This design comes from an exercise in tuning for small area on the open sky130 flow, not from production work.
In this exercise RTL edits were held to simulation tests only and were not proved equivalent to the original.
Power is estimated from default activity; no workload was simulated.

==> run E: inputs <==
Design top, start of the top module:
module top (
    input clk,
    input resetn,
    input [1:0] user_dir,
    input [1:0] user_dir2,
    output hsync,
    output vsync,
    output [3:0] vga_r,
    output [3:0] vga_g,
    output [3:0] vga_b,
    output [9:0] score1,
    output [9:0] score2,
    input startgame,
    input gameover,
    output powerup_paddle_spawn,
    output reg [1:0] game_state,
    output ball_x_dir
);
export LEC_CHECK = 0
export CAP_MARGIN = 20
export CORE_MARGIN = 2
export CORE_UTILIZATION = 50
export PLACE_DENSITY = 0.65
export SLEW_MARGIN = 20
create_clock -name core_clock -period 10.0 [get_ports {clk}]
standard.sh (not shown) runs the stock make flow with config.mk's settings and CLKGATE_MAP_FILE= SYNTH_SCRIPT=/design/flow/synth_recipe.tcl, a recipe that flattens the netlist after the stock synthesis.
==> flow/flow/run.sh <==
#!/bin/bash
# Own layout flow: the standard flow, with an area-oriented ABC script in
# synthesis (no adder extraction), single-drive port buffers and a clock tree
# without dummy loads. Each step's output goes to a log of its own here.
set -euo pipefail
HERE=$(pwd)
CTS_BUF=${CTS_BUF:-sky130_fd_sc_hd__clkbuf_8}
CTS_EXTRA=${CTS_EXTRA:-}
rm -rf "$HERE/scripts_area"
cp -r "$FLOW_HOME/scripts" "$HERE/scripts_area"
cp "$HERE/flow/abc.script" "$HERE/scripts_area/abc_speed.script"
bash standard.sh SCRIPTS_DIR="$HERE/scripts_area" ADDER_MAP_FILE= synth > "$HERE/synth.log" 2>&1
bash standard.sh "BUFFER_PORTS_ARGS=-buffer_cell sky130_fd_sc_hd__buf_1" \
  "CTS_ARGS=-sink_clustering_enable -repair_clock_nets -dont_use_dummy_load -buf_list $CTS_BUF $CTS_EXTRA" \
  finish > "$HERE/layout.log" 2>&1
==> flow/flow/abc.script <==
strash
&get -n
&deepsyn -T 600
&put
dch -f
amap -F 10 -A 40
topo
==> inputs of run G, as changes to run E <==
--- a/flow/design.v
+++ b/flow/design.v
@@ -154,37 +154,50 @@
     assign powerup_paddle_spawn = spawn;
     wire h1big = pact & who, h1small = pact & ~who;
     wire h2big = pact & ~who, h2small = pact & who;
     wire lwall = ~ge12({2'b0, bx}, 3);
     wire rwall = ge12({2'b0, bx}, 627);
     wire lx = rin(bx, 106, 109);
     wire rxz = ge12({2'b0, bx}, 519) && (!xr || !ge12({2'b0, bx}, 523));
-    wire side = bx[9];
+    wire colslot = (game_state != 2'b01) | ~k[1];
+    wire [9:0] yv = {1'b0, y[8:0]};     
+    wire [9:0] say = colslot ? by : yv;
+    wire play = (game_state == 2'b01);
+    wire side = colslot ? bx[9] : x[9];
     wire [8:0] pp = side ? p2y : p1y;
     wire pbig = side ? h2big : h1big;
     wire psmall = side ? h2small : h1small;
-    wire [11:0] e0 = rsub({2'b0, by}, {3'b0, pp});
+    wire [11:0] e0 = rsub({2'b0, say}, {3'b0, pp});
     wire [10:0] e = e0[10:0];            
     wire [7:0] e8 = e[7:0];
-    wire yhit = sge11(e, -10) && (pbig ? !sge11(e, 100) : psmall ? !sge11(e, 25) : !sge11(e, 50));
+    wire yhit_now = sge11(e, -10) && (pbig ? !sge11(e, 100) : psmall ? !sge11(e, 25) : !sge11(e, 50));
+    reg yhit_r;
+    reg [2:0] zone_r;
+    wire yhit = play ? yhit_r : yhit_now;
     wire phit = (lx | rxz) && yhit;
     wire score = lwall | rwall;
-    reg [2:0] zone;
+    reg [2:0] zone_now;
     always @(*) begin
         if (pbig) begin
-            zone = slt8(e8, 3) ? 3'd0 : slt8(e8, 17) ? 3'd1 : slt8(e8, 31) ? 3'd2 : slt8(e8, 45) ? 3'd3 :
+            zone_now = slt8(e8, 3) ? 3'd0 : slt8(e8, 17) ? 3'd1 : slt8(e8, 31) ? 3'd2 : slt8(e8, 45) ? 3'd3 :
                    slt8(e8, 58) ? 3'd4 : slt8(e8, 72) ? 3'd5 : slt8(e8, 86) ? 3'd6 : 3'd7;
         end else if (psmall) begin
-            zone = (!ge12({3'b0, pp}, 6) || slt8(e8, -6)) ? 3'd0 : slt8(e8, -2) ? 3'd1 : slt8(e8, 3) ? 3'd2 :
+            zone_now = (!ge12({3'b0, pp}, 6) || slt8(e8, -6)) ? 3'd0 : slt8(e8, -2) ? 3'd1 : slt8(e8, 3) ? 3'd2 :
                    slt8(e8, 7) ? 3'd3 : slt8(e8, 11) ? 3'd4 : slt8(e8, 16) ? 3'd5 : slt8(e8, 20) ? 3'd6 : 3'd7;
         end else begin
-            zone = (!ge12({3'b0, pp}, 3) || slt8(e8, -3)) ? 3'd0 : slt8(e8, 5) ? 3'd1 : slt8(e8, 12) ? 3'd2 :
+            zone_now = (!ge12({3'b0, pp}, 3) || slt8(e8, -3)) ? 3'd0 : slt8(e8, 5) ? 3'd1 : slt8(e8, 12) ? 3'd2 :
                    slt8(e8, 20) ? 3'd3 : slt8(e8, 27) ? 3'd4 : slt8(e8, 35) ? 3'd5 : slt8(e8, 42) ? 3'd6 : 3'd7;
         end
     end
+    always @(posedge clk)
+        if (colslot) begin
+            yhit_r <= yhit_now;
+            zone_r <= zone_now;
+        end
+    wire [2:0] zone = play ? zone_r : zone_now;
     wire yflip = ge12({2'b0, by}, 467) || !ge12({2'b0, by}, 3);
     reg nysn;
     reg [1:0] nym;
     always @(*) begin
         if (score) begin
             nysn = ~by[0];
             nym = 2'd0;
@@ -196,55 +209,51 @@
             nym = ym;
         end
     end
     wire nxr = (score | phit) ? ~xr : xr;
     wire [9:0] sinc = (lwall ? s2 : s1) + 10'd1;    
     wire [9:0] ydelta = nysn ? ~{8'd0, nym} : {8'd0, nym} + 10'd1;
     wire [9:2] bxstep = bx[9:2] + (nxr ? 8'd1 : 8'd255);
+    wire [9:1] bxh_nxt = !resetn ? 9'd160 : !upd ? bxh :
+                         lwall ? 9'd65 : rwall ? 9'd250 : {bxstep, bx[1]};
+    wire [9:0] by_nxt = !resetn ? 10'd240 : !upd ? by :
+                        score ? 10'd240 : by + ydelta;
     always @(posedge clk) begin
+        bxh <= bxh_nxt;
+        by <= by_nxt;
         if (!resetn) begin
             xr <= 1'b1;
             ysn <= 1'b0;
             ym <= 2'd0;
-            bxh <= 9'd160;
-            by <= 10'd240;
             s1 <= 10'd0;
             s2 <= 10'd0;
         end else if (upd) begin
             xr <= nxr;
             ysn <= nysn;
             ym <= nym;
-            if (lwall) begin
-                s2 <= sinc;
-                bxh <= 9'd65;
-            end else if (rwall) begin
-                s1 <= sinc;
-                bxh <= 9'd250;
-            end else
-                bxh <= {bxstep, bx[1]};
-            by <= score ? 10'd240 : by + ydelta;
+            if (lwall) s2 <= sinc;
+            else if (rwall) s1 <= sinc;
         end
     end
     wire p1low = h1big ? !ge12({3'b0, p1y}, 379) : h1small ? !ge12({3'b0, p1y}, 454) : !ge12({3'b0, p1y}, 429);
     wire p2low = h2big ? !ge12({3'b0, p2y}, 379) : h2small ? !ge12({3'b0, p2y}, 454) : !ge12({3'b0, p2y}, 429);
+    wire p1mv = (user_dir == 2'b10 && p1y != 9'd0) || (user_dir == 2'b01 && p1low);
+    wire p2mv = (user_dir2 == 2'b10 && p2y != 9'd0) || (user_dir2 == 2'b01 && p2low);
     always @(posedge clk) begin
         if (!resetn) begin
             p1y <= 9'd240;
             p2y <= 9'd240;
         end else if (upd) begin
-            if (user_dir == 2'b10 && p1y != 9'd0) p1y <= p1y - 9'd3;
-            if (user_dir == 2'b01 && p1low) p1y <= p1y + 9'd3;
-            if (user_dir2 == 2'b10 && p2y != 9'd0) p2y <= p2y - 9'd3;
-            if (user_dir2 == 2'b01 && p2low) p2y <= p2y + 9'd3;
+            if (p1mv) p1y <= p1y + (user_dir[1] ? 9'd509 : 9'd3);
+            if (p2mv) p2y <= p2y + (user_dir2[1] ? 9'd509 : 9'd3);
         end
     end
-    wire [11:0] cbx0 = rsub({2'b0, bx}, {3'b0, pux});
-    wire [11:0] cby0 = rsub({2'b0, by}, {3'b0, puy});
-    wire coll = sge11(cbx0[10:0], -9) && !sge11(cbx0[10:0], 6) &&
-                sge11(cby0[10:0], -9) && !sge11(cby0[10:0], 6);
+    wire coll_now;
+    reg coll_r;
+    wire coll = play ? coll_r : coll_now;
     wire [8:0] l9 = lfsr[8:0];
     wire [8:0] dly = !ge12({3'b0, l9}, 240) ? l9 + 9'd240 : !ge12({3'b0, l9}, 480) ? l9 : l9 - 9'd240;
     always @(posedge clk) begin
         if (!resetn) begin
             spawn <= 1'b0;
             pact <= 1'b0;
             pc <= 9'd240;
@@ -280,42 +289,49 @@
         end
     end
     always @(posedge clk)
         if (!spawn) begin
             pa0 <= lfsr[0];
             pb0 <= lfsr[2:0];
         end
-    wire [9:0] yv = {1'b0, y[8:0]};
     wire border = (x == 10'd0) || (x == 10'd2) || (x == 10'd639) || (x == 10'd637) ||
                   (yv == 10'd0) || (yv == 10'd2) || (yv == 10'd479) || (yv == 10'd477);
-    wire [11:0] bdx = rsub({2'b0, x}, {2'b0, bx});
-    wire [11:0] bdy = rsub({2'b0, yv}, {2'b0, by});
-    wire vball = !ge12({1'b0, bdx[10:0]}, 10) && !ge12({1'b0, bdy[10:0]}, 10);
-    wire [8:0] pm = x[9] ? p2y : p1y;
-    wire pmbig = x[9] ? h2big : h1big;
-    wire pmsmall = x[9] ? h2small : h1small;
-    wire [11:0] pd = rsub({2'b0, yv}, {3'b0, pm});
+    wire [9:0] pux_n = {pa, spawn ? pa0 : lfsr[0]};
+    wire [9:0] puy_n = {pb, spawn ? pb0 : lfsr[2:0]};
+    wire [9:0] sax = colslot ? bx : x;
+    wire [9:0] sbx = (colslot | ~k[0]) ? pux_n : bx;
+    wire [9:0] sby = (colslot | ~k[0]) ? puy_n : by;
+    wire [11:0] qx0 = rsub({2'b0, sax}, {2'b0, sbx});
+    wire [11:0] qy0 = rsub({2'b0, say}, {2'b0, sby});
+    wire vball = !ge12({1'b0, qx0[10:0]}, 10) && !ge12({1'b0, qy0[10:0]}, 10);
+    assign coll_now = sge11(qx0[10:0], -9) && !sge11(qx0[10:0], 6) &&
+                    sge11(qy0[10:0], -9) && !sge11(qy0[10:0], 6);
+    always @(posedge clk)
+        if (colslot) coll_r <= coll_now;
+    wire [11:0] pd = e0;
+    wire pmbig = pbig;
+    wire pmsmall = psmall;
     wire vpaddle = (rin(x, 100, 109) || rin(x, 530, 539)) &&
         (pmbig ? !ge12({1'b0, pd[10:0]}, 100) : pmsmall ? !ge12({1'b0, pd[10:0]}, 25) : !ge12({1'b0, pd[10:0]}, 50));
     wire game_display = border || vball || vpaddle;
-    wire [11:0] qx0 = rsub({2'b0, x}, {3'b0, pux});
-    wire [11:0] qy0 = rsub({2'b0, yv}, {3'b0, puy});
     wire [10:0] qx = qx0[10:0];
     wire [10:0] qy = qy0[10:0];
     wire qxlo = (qx[10:3] == 8'd0);
     wire qylo = (qy[10:3] == 8'd0);
     wire qxin = qxlo && qx[2:0] != 3'd7;
     wire qyin = qylo && qy[2:0] != 3'd7;
     wire qxe = qxlo && (qx[2:0] == 3'd0 || qx[2:0] == 3'd6);
     wire qye = qylo && (qy[2:0] == 3'd0 || qy[2:0] == 3'd6);
     wire qxm = qxlo && (qx[2:0] == 3'd3);
     wire qym = qylo && (qy[2:0] == 3'd3);
     wire qxc = qxlo && (qx[2:0] == 3'd2 || qx[2:0] == 3'd3 || qx[2:0] == 3'd4);
     wire qyc = qylo && (qy[2:0] == 3'd2 || qy[2:0] == 3'd3 || qy[2:0] == 3'd4);
-    wire powerup = qxe && qyin || qye && qxin || qxm && qyc || qym && qxc;
+    reg pu_r;
+    always @(posedge clk)
+        pu_r <= qxe && qyin || qye && qxin || qxm && qyc || qym && qxc;
     wire letter_p = rin(x, 130, 140) && rin(yv, 100, 220) ||
                     rin(x, 141, 175) && rin(yv, 100, 110) ||
                     rin(x, 166, 210) && rin(yv, 111, 121) ||
                     rin(x, 200, 210) && rin(yv, 122, 165) ||
                     rin(x, 141, 199) && rin(yv, 155, 165) ;
     wire letter_i = rin(x, 240, 250) && rin(yv, 100, 220);
     wire letter_n = rin(x, 280, 290) && rin(yv, 100, 220) ||
@@ -376,15 +392,15 @@
                     rin(x, 471, 530) && rin(yv, 320, 330) ||
                     rin(x, 510, 520) && rin(yv, 330, 345) ||
                     rin(x, 520, 530) && rin(yv, 345, 360) ||
                     rin(x, 530, 540) && rin(yv, 360, 380);
     wire over_display = border || letter_g_2 || letter_a || letter_m || letter_e ||
                         letter_o || letter_v || letter_e_2 || letter_r;
     wire final_display = game_state[1] ? over_display :
-                         game_state[0] ? (game_display || (spawn && powerup)) : title_display;
+                         game_state[0] ? (game_display || (spawn && pu_r)) : title_display;
     reg video;
     always @(posedge clk)
         if (!resetn) video <= 1'b0;
         else if (ce) video <= final_display && active;
     assign vga_r = {4{video}};
     assign vga_g = {4{video}};
     assign vga_b = {4{video}};
==> inputs of run R, as changes to run E <==
--- a/flow/design.v
+++ b/flow/design.v
@@ -154,37 +154,50 @@
     assign powerup_paddle_spawn = spawn;
     wire h1big = pact & who, h1small = pact & ~who;
     wire h2big = pact & ~who, h2small = pact & who;
     wire lwall = ~ge12({2'b0, bx}, 3);
     wire rwall = ge12({2'b0, bx}, 627);
     wire lx = rin(bx, 106, 109);
     wire rxz = ge12({2'b0, bx}, 519) && (!xr || !ge12({2'b0, bx}, 523));
-    wire side = bx[9];
+    wire colslot = (game_state != 2'b01) | ~k[1];
+    wire [9:0] yv = {1'b0, y[8:0]};     
+    wire [9:0] say = colslot ? by : yv;
+    wire play = (game_state == 2'b01);
+    wire side = colslot ? bx[9] : x[9];
     wire [8:0] pp = side ? p2y : p1y;
     wire pbig = side ? h2big : h1big;
     wire psmall = side ? h2small : h1small;
-    wire [11:0] e0 = rsub({2'b0, by}, {3'b0, pp});
+    wire [11:0] e0 = rsub({2'b0, say}, {3'b0, pp});
     wire [10:0] e = e0[10:0];            
     wire [7:0] e8 = e[7:0];
-    wire yhit = sge11(e, -10) && (pbig ? !sge11(e, 100) : psmall ? !sge11(e, 25) : !sge11(e, 50));
+    wire yhit_now = sge11(e, -10) && (pbig ? !sge11(e, 100) : psmall ? !sge11(e, 25) : !sge11(e, 50));
+    reg yhit_r;
+    reg [2:0] zone_r;
+    wire yhit = play ? yhit_r : yhit_now;
     wire phit = (lx | rxz) && yhit;
     wire score = lwall | rwall;
-    reg [2:0] zone;
+    reg [2:0] zone_now;
     always @(*) begin
         if (pbig) begin
-            zone = slt8(e8, 3) ? 3'd0 : slt8(e8, 17) ? 3'd1 : slt8(e8, 31) ? 3'd2 : slt8(e8, 45) ? 3'd3 :
+            zone_now = slt8(e8, 3) ? 3'd0 : slt8(e8, 17) ? 3'd1 : slt8(e8, 31) ? 3'd2 : slt8(e8, 45) ? 3'd3 :
                    slt8(e8, 58) ? 3'd4 : slt8(e8, 72) ? 3'd5 : slt8(e8, 86) ? 3'd6 : 3'd7;
         end else if (psmall) begin
-            zone = (!ge12({3'b0, pp}, 6) || slt8(e8, -6)) ? 3'd0 : slt8(e8, -2) ? 3'd1 : slt8(e8, 3) ? 3'd2 :
+            zone_now = (!ge12({3'b0, pp}, 6) || slt8(e8, -6)) ? 3'd0 : slt8(e8, -2) ? 3'd1 : slt8(e8, 3) ? 3'd2 :
                    slt8(e8, 7) ? 3'd3 : slt8(e8, 11) ? 3'd4 : slt8(e8, 16) ? 3'd5 : slt8(e8, 20) ? 3'd6 : 3'd7;
         end else begin
-            zone = (!ge12({3'b0, pp}, 3) || slt8(e8, -3)) ? 3'd0 : slt8(e8, 5) ? 3'd1 : slt8(e8, 12) ? 3'd2 :
+            zone_now = (!ge12({3'b0, pp}, 3) || slt8(e8, -3)) ? 3'd0 : slt8(e8, 5) ? 3'd1 : slt8(e8, 12) ? 3'd2 :
                    slt8(e8, 20) ? 3'd3 : slt8(e8, 27) ? 3'd4 : slt8(e8, 35) ? 3'd5 : slt8(e8, 42) ? 3'd6 : 3'd7;
         end
     end
+    always @(posedge clk)
+        if (colslot) begin
+            yhit_r <= yhit_now;
+            zone_r <= zone_now;
+        end
+    wire [2:0] zone = play ? zone_r : zone_now;
     wire yflip = ge12({2'b0, by}, 467) || !ge12({2'b0, by}, 3);
     reg nysn;
     reg [1:0] nym;
     always @(*) begin
         if (score) begin
             nysn = ~by[0];
             nym = 2'd0;
@@ -196,36 +209,33 @@
             nym = ym;
         end
     end
     wire nxr = (score | phit) ? ~xr : xr;
     wire [9:0] sinc = (lwall ? s2 : s1) + 10'd1;    
     wire [9:0] ydelta = nysn ? ~{8'd0, nym} : {8'd0, nym} + 10'd1;
     wire [9:2] bxstep = bx[9:2] + (nxr ? 8'd1 : 8'd255);
+    wire [9:1] bxh_nxt = !resetn ? 9'd160 : !upd ? bxh :
+                         lwall ? 9'd65 : rwall ? 9'd250 : {bxstep, bx[1]};
+    wire [9:0] by_nxt = !resetn ? 10'd240 : !upd ? by :
+                        score ? 10'd240 : by + ydelta;
     always @(posedge clk) begin
+        bxh <= bxh_nxt;
+        by <= by_nxt;
         if (!resetn) begin
             xr <= 1'b1;
             ysn <= 1'b0;
             ym <= 2'd0;
-            bxh <= 9'd160;
-            by <= 10'd240;
             s1 <= 10'd0;
             s2 <= 10'd0;
         end else if (upd) begin
             xr <= nxr;
             ysn <= nysn;
             ym <= nym;
-            if (lwall) begin
-                s2 <= sinc;
-                bxh <= 9'd65;
-            end else if (rwall) begin
-                s1 <= sinc;
-                bxh <= 9'd250;
-            end else
-                bxh <= {bxstep, bx[1]};
-            by <= score ? 10'd240 : by + ydelta;
+            if (lwall) s2 <= sinc;
+            else if (rwall) s1 <= sinc;
         end
     end
     wire p1low = h1big ? !ge12({3'b0, p1y}, 379) : h1small ? !ge12({3'b0, p1y}, 454) : !ge12({3'b0, p1y}, 429);
     wire p2low = h2big ? !ge12({3'b0, p2y}, 379) : h2small ? !ge12({3'b0, p2y}, 454) : !ge12({3'b0, p2y}, 429);
     always @(posedge clk) begin
         if (!resetn) begin
             p1y <= 9'd240;
@@ -233,18 +243,17 @@
         end else if (upd) begin
             if (user_dir == 2'b10 && p1y != 9'd0) p1y <= p1y - 9'd3;
             if (user_dir == 2'b01 && p1low) p1y <= p1y + 9'd3;
             if (user_dir2 == 2'b10 && p2y != 9'd0) p2y <= p2y - 9'd3;
             if (user_dir2 == 2'b01 && p2low) p2y <= p2y + 9'd3;
         end
     end
-    wire [11:0] cbx0 = rsub({2'b0, bx}, {3'b0, pux});
-    wire [11:0] cby0 = rsub({2'b0, by}, {3'b0, puy});
-    wire coll = sge11(cbx0[10:0], -9) && !sge11(cbx0[10:0], 6) &&
-                sge11(cby0[10:0], -9) && !sge11(cby0[10:0], 6);
+    wire coll_now;
+    reg coll_r;
+    wire coll = play ? coll_r : coll_now;
     wire [8:0] l9 = lfsr[8:0];
     wire [8:0] dly = !ge12({3'b0, l9}, 240) ? l9 + 9'd240 : !ge12({3'b0, l9}, 480) ? l9 : l9 - 9'd240;
     always @(posedge clk) begin
         if (!resetn) begin
             spawn <= 1'b0;
             pact <= 1'b0;
             pc <= 9'd240;
@@ -280,29 +289,34 @@
         end
     end
     always @(posedge clk)
         if (!spawn) begin
             pa0 <= lfsr[0];
             pb0 <= lfsr[2:0];
         end
-    wire [9:0] yv = {1'b0, y[8:0]};
     wire border = (x == 10'd0) || (x == 10'd2) || (x == 10'd639) || (x == 10'd637) ||
                   (yv == 10'd0) || (yv == 10'd2) || (yv == 10'd479) || (yv == 10'd477);
-    wire [11:0] bdx = rsub({2'b0, x}, {2'b0, bx});
-    wire [11:0] bdy = rsub({2'b0, yv}, {2'b0, by});
-    wire vball = !ge12({1'b0, bdx[10:0]}, 10) && !ge12({1'b0, bdy[10:0]}, 10);
-    wire [8:0] pm = x[9] ? p2y : p1y;
-    wire pmbig = x[9] ? h2big : h1big;
-    wire pmsmall = x[9] ? h2small : h1small;
-    wire [11:0] pd = rsub({2'b0, yv}, {3'b0, pm});
+    wire [9:0] sax = colslot ? bx : x;
+    wire [9:0] sbx = (colslot | k[0]) ? pux : {bxh_nxt, 1'b0};
+    wire [9:0] sby = (colslot | k[0]) ? puy : by_nxt;
+    wire [11:0] qx0 = rsub({2'b0, sax}, {2'b0, sbx});
+    wire [11:0] qy0 = rsub({2'b0, say}, {2'b0, sby});
+    reg vball;
+    always @(posedge clk)
+        vball <= !ge12({1'b0, qx0[10:0]}, 10) && !ge12({1'b0, qy0[10:0]}, 10);
+    assign coll_now = sge11(qx0[10:0], -9) && !sge11(qx0[10:0], 6) &&
+                    sge11(qy0[10:0], -9) && !sge11(qy0[10:0], 6);
+    always @(posedge clk)
+        if (colslot) coll_r <= coll_now;
+    wire [11:0] pd = e0;
+    wire pmbig = pbig;
+    wire pmsmall = psmall;
     wire vpaddle = (rin(x, 100, 109) || rin(x, 530, 539)) &&
         (pmbig ? !ge12({1'b0, pd[10:0]}, 100) : pmsmall ? !ge12({1'b0, pd[10:0]}, 25) : !ge12({1'b0, pd[10:0]}, 50));
     wire game_display = border || vball || vpaddle;
-    wire [11:0] qx0 = rsub({2'b0, x}, {3'b0, pux});
-    wire [11:0] qy0 = rsub({2'b0, yv}, {3'b0, puy});
     wire [10:0] qx = qx0[10:0];
     wire [10:0] qy = qy0[10:0];
     wire qxlo = (qx[10:3] == 8'd0);
     wire qylo = (qy[10:3] == 8'd0);
     wire qxin = qxlo && qx[2:0] != 3'd7;
     wire qyin = qylo && qy[2:0] != 3'd7;
     wire qxe = qxlo && (qx[2:0] == 3'd0 || qx[2:0] == 3'd6);
==> summary of the runs <==
In run G the first-iteration DRC count is smaller than in run E, by 2.6%.
Between run G and run E, the lower cell area is in run G (gap 0.54%, measured against run E).
Of run E and run G, run G has the higher combinational power (gap about 33%, measured against run G).
The lowest critical path depth belongs to run E, the highest to run R.
Synthesized area, lowest first: run R, run G, run E.
In run G the clock power is smaller than in run R, by about 2%.
Sequential power, highest first: run R, run G, run E.

-- separate check: timing with driven ports --
In the flow no input, the clock included, has a driving cell. The finished layouts below were timed again as built, in two steps.
Step 1, drivers: a clkbuf_16 drives clk and a buf_2 each remaining input, both assumed.
Step 2 also shifts input and output timing later by t, the mid clock arrival at the registers, as if the neighbouring blocks saw the same clock.
Three values: ideal, step 1, step 2; two values: the first two.
run	shift t [ns]	setup WS [ns]	worst slew at a driven data input, ns
run E	0.499	1.938 / 1.938 / 1.938	0.03
run G	0.491	1.264 / 1.264 / 1.264	0.06
run R	0.507	0.906 / 0.906 / 0.906	0.04
After both steps setup and hold are still met in every run listed.
